From an optimization exercise on the open Yosys and OpenROAD flow, aimed at small area; shortcuts taken in it are not production practice.
The RTL was checked by simulation tests, not by an equivalence proof against the original design.
Power and IR drop assume default switching activity.

## job 2248
## pipelined_complex_mult
module pipelined_complex_mult (
    input clk,                    
    input rst,                    
    input signed [7:0] a,         
    input signed [7:0] b,         
    input signed [7:0] c,         
    input signed [7:0] d,         
    output reg signed [16:0] real_out,  
    output reg signed [16:0] imag_out   
);
Size in the first run: about 970 cells after synthesis, roughly 130 flip-flops, roughly 68 I/O pins.
Settings: LEC_CHECK=0, CAP_MARGIN=20, CORE_MARGIN=2, CORE_UTILIZATION=40, SLEW_MARGIN=20; clock period 5.0 ns.
standard.sh (not shown) runs the stock make flow with config.mk's settings and CLKGATE_MAP_FILE= SYNTH_SCRIPT=/design/flow/synth_recipe.tcl, a recipe that flattens the netlist after the stock synthesis.
==> flow/flow/run.sh <==
#!/bin/bash
# The standard layout (standard.sh) with these changes:
#  - buffer_ports puts the smallest buffer, sky130_fd_sc_hd__buf_1, on every
#    input and output port instead of the cell it picks by default;
#  - clock tree synthesis arguments as set below (CTS_ARGS), if any.
# Each tool's full output is in the logs standard.sh writes under orfs/logs;
# this script's own output goes to run.log.
set -e
cd "$(dirname "$0")/.."
export BUFFER_PORTS_ARGS="-buffer_cell sky130_fd_sc_hd__buf_1"
export CTS_ARGS="-sink_clustering_enable -repair_clock_nets -dont_use_dummy_load -buf_list sky130_fd_sc_hd__clkbuf_8 -sink_clustering_size 30 -sink_clustering_max_diameter 150"
bash standard.sh > run.log 2>&1
==> flow/flow/ff.json <==
{"SYNTH_HIERARCHICAL": 1, "GPL_TIMING_DRIVEN": 0, "CTS_BUF_LIST": ["sky130_fd_sc_hd__clkbuf_8"]}
Job 2248: no failed stages, no open violations at the end
Relative to job 2248, the following input files were edited for job 3808:
diff --git a/flow/flow/run.sh b/flow/flow/run.sh
--- a/flow/flow/run.sh
+++ b/flow/flow/run.sh
@@ -10,3 +10,3 @@
 export BUFFER_PORTS_ARGS="-buffer_cell sky130_fd_sc_hd__buf_1"
-export CTS_ARGS="-sink_clustering_enable -repair_clock_nets -dont_use_dummy_load -buf_list sky130_fd_sc_hd__clkbuf_8 -sink_clustering_size 30 -sink_clustering_max_diameter 150"
+export CTS_ARGS="-sink_clustering_enable -repair_clock_nets -dont_use_dummy_load -buf_list sky130_fd_sc_hd__clkbuf_8"
 bash standard.sh > run.log 2>&1
==> run summary <==
- Comparing job 2248 against job 3808, there is no change at all in switching power.
- Re final area: no difference whatsoever between job 2248 and job 3808.
- As far as power goes, job 2248 and job 3808 are indistinguishable; the numbers are identical.
- Comparing job 2248 against job 3808, there is no change at all in sequential portion of the cell area.
[inputs] job 721 vs job 3808
# job 3808
export LEC_CHECK = 0
export CAP_MARGIN = 20
export CORE_MARGIN = 2
export CORE_UTILIZATION = 40
export SLEW_MARGIN = 20
create_clock -name core_clock -period 5.0 [get_ports {clk}]
# job 721
export LEC_CHECK = 0
export CAP_MARGIN = 20
export CORE_MARGIN = 2
export CORE_UTILIZATION = 40
export CTS_BUF_LIST = sky130_fd_sc_hd__clkbuf_8
export GPL_TIMING_DRIVEN = 0
export SLEW_MARGIN = 20
export SYNTH_HIERARCHICAL = 1
create_clock -name core_clock -period 5.0 [get_ports {clk}]
==> flow/run.sh (new file) <==
#!/bin/bash
# synth_recipe.tcl (not shown) runs the flow's synth.tcl, then flattens the netlist and writes it again
# the make line also repeats each setting of config.mk as NAME=value (left out here)
make -C /OpenROAD-flow-scripts/flow DESIGN_CONFIG=/design/flow/config.mk WORK_HOME=/design/flow/orfs CLKGATE_MAP_FILE= SYNTH_SCRIPT=/design/flow/synth_recipe.tcl finish
removed: flow/flow/run.sh
removed: flow/flow/ff.json
removed: flow/standard.sh
Results
- Against job 3808, the final cell area of job 721 is lower.
- Job 3808 -> job 721: via count decreased by more than 10%
- Non-clock buffer count in job 721 vs job 3808: down 30
- Where worst hold slack after final layout is concerned, job 3808 is outperformed by job 721.
- Job 721 — relative contribution of the clock network to total power 3.8 points higher, job 3808 as reference
- The global-route wire length before repair of job 721 falls short of that of job 3808 by about 5.6%.
- In the tables for job 721 and job 3808, share of the clock period used by the worst path reads lower with job 721.
[inputs] job 5317 vs job 721
==> flow/flow/run.sh (new file) <==
#!/bin/bash
# The standard layout (standard.sh) with these changes:
#  - buffer_ports puts the smallest buffer, sky130_fd_sc_hd__buf_1, on every
#    input and output port instead of the cell it picks by default;
#  - clock tree synthesis arguments as set below (CTS_ARGS), if any.
# Each tool's full output is in the logs standard.sh writes under orfs/logs;
# this script's own output goes to run.log.
set -e
cd "$(dirname "$0")/.."
export BUFFER_PORTS_ARGS="-buffer_cell sky130_fd_sc_hd__buf_1"
export CTS_ARGS="-sink_clustering_enable -repair_clock_nets -dont_use_dummy_load -buf_list sky130_fd_sc_hd__clkbuf_8"
export REMOVE_ABC_BUFFERS=1
bash standard.sh > run.log 2>&1
==> flow/standard.sh (new file) <==
#!/bin/bash
# synth_recipe.tcl (not shown) runs the flow's synth.tcl, then flattens the netlist and writes it again
# the make line also repeats each setting of config.mk as NAME=value (left out here)
make -C /OpenROAD-flow-scripts/flow DESIGN_CONFIG=/design/flow/config.mk WORK_HOME=/design/flow/orfs CLKGATE_MAP_FILE= SYNTH_SCRIPT=/design/flow/synth_recipe.tcl "${@:-finish}"
removed: flow/run.sh
Results
| area added between synthesis and finish | lower: job 5317 |
The higher sequential cell area share of job 721 and job 5317 is in job 5317.
On setup slack: job 5317 sits below job 721.
Job 5317 vs. job 721: pin slew with the least headroom to its limit shrank by 0.0067 ns, count of non-CTS buffers in the layout shrank by about 13%, total power after layout shrank by about 9%, part of the total power dissipated in combinational logic grew by 0.2 points.
Between job 5317 and job 721, it is job 5317 whose critical path depth is lower, by 1.
Measured against each other, job 721 and job 5317 differ in fraction of area in multi-input gates, the lower figure coming from job 721.

## afterwards: timing with drivers on the ports
No port has a modelled driver above. Below, the same layouts with a new extraction and two added sets of constraints. Step 1 (the two cells are an assumption about what drives the block):
set clk [get_ports {clk}]
set_driving_cell -lib_cell sky130_fd_sc_hd__clkbuf_16 $clk
set_driving_cell -lib_cell sky130_fd_sc_hd__buf_2 [delete_from_list [all_inputs] $clk]
Step 2 times the ports against the registers' clock, not the clock port: input delays grow and output delays shrink by t, the midpoint of the rising clock arrivals with the driver on. a / b / c = no drivers / after step 1 / after step 2; a / b = the first two.
| run | t (ns) | setup slack, ns | hold slack, ns | worst register clock-pin slew, ns |
|---|---|---|---|---|
| job 2248 | 0.476 | 0.111 / 0.111 / 0.111 | 0.303 / 0.303 / 0.303 | 0.09 / 0.09 |
| job 3808 | 0.476 | 0.111 / 0.111 / 0.111 | 0.303 / 0.303 / 0.303 | 0.09 / 0.09 |
| job 721 | 0.495 | 0.162 / 0.162 / 0.162 | 0.311 / 0.311 / 0.311 | 0.10 / 0.10 |
| job 5317 | 0.493 | 0.149 / 0.149 / 0.149 | 0.316 / 0.316 / 0.316 | 0.09 / 0.09 |
After both steps setup and hold are still met in every run listed.
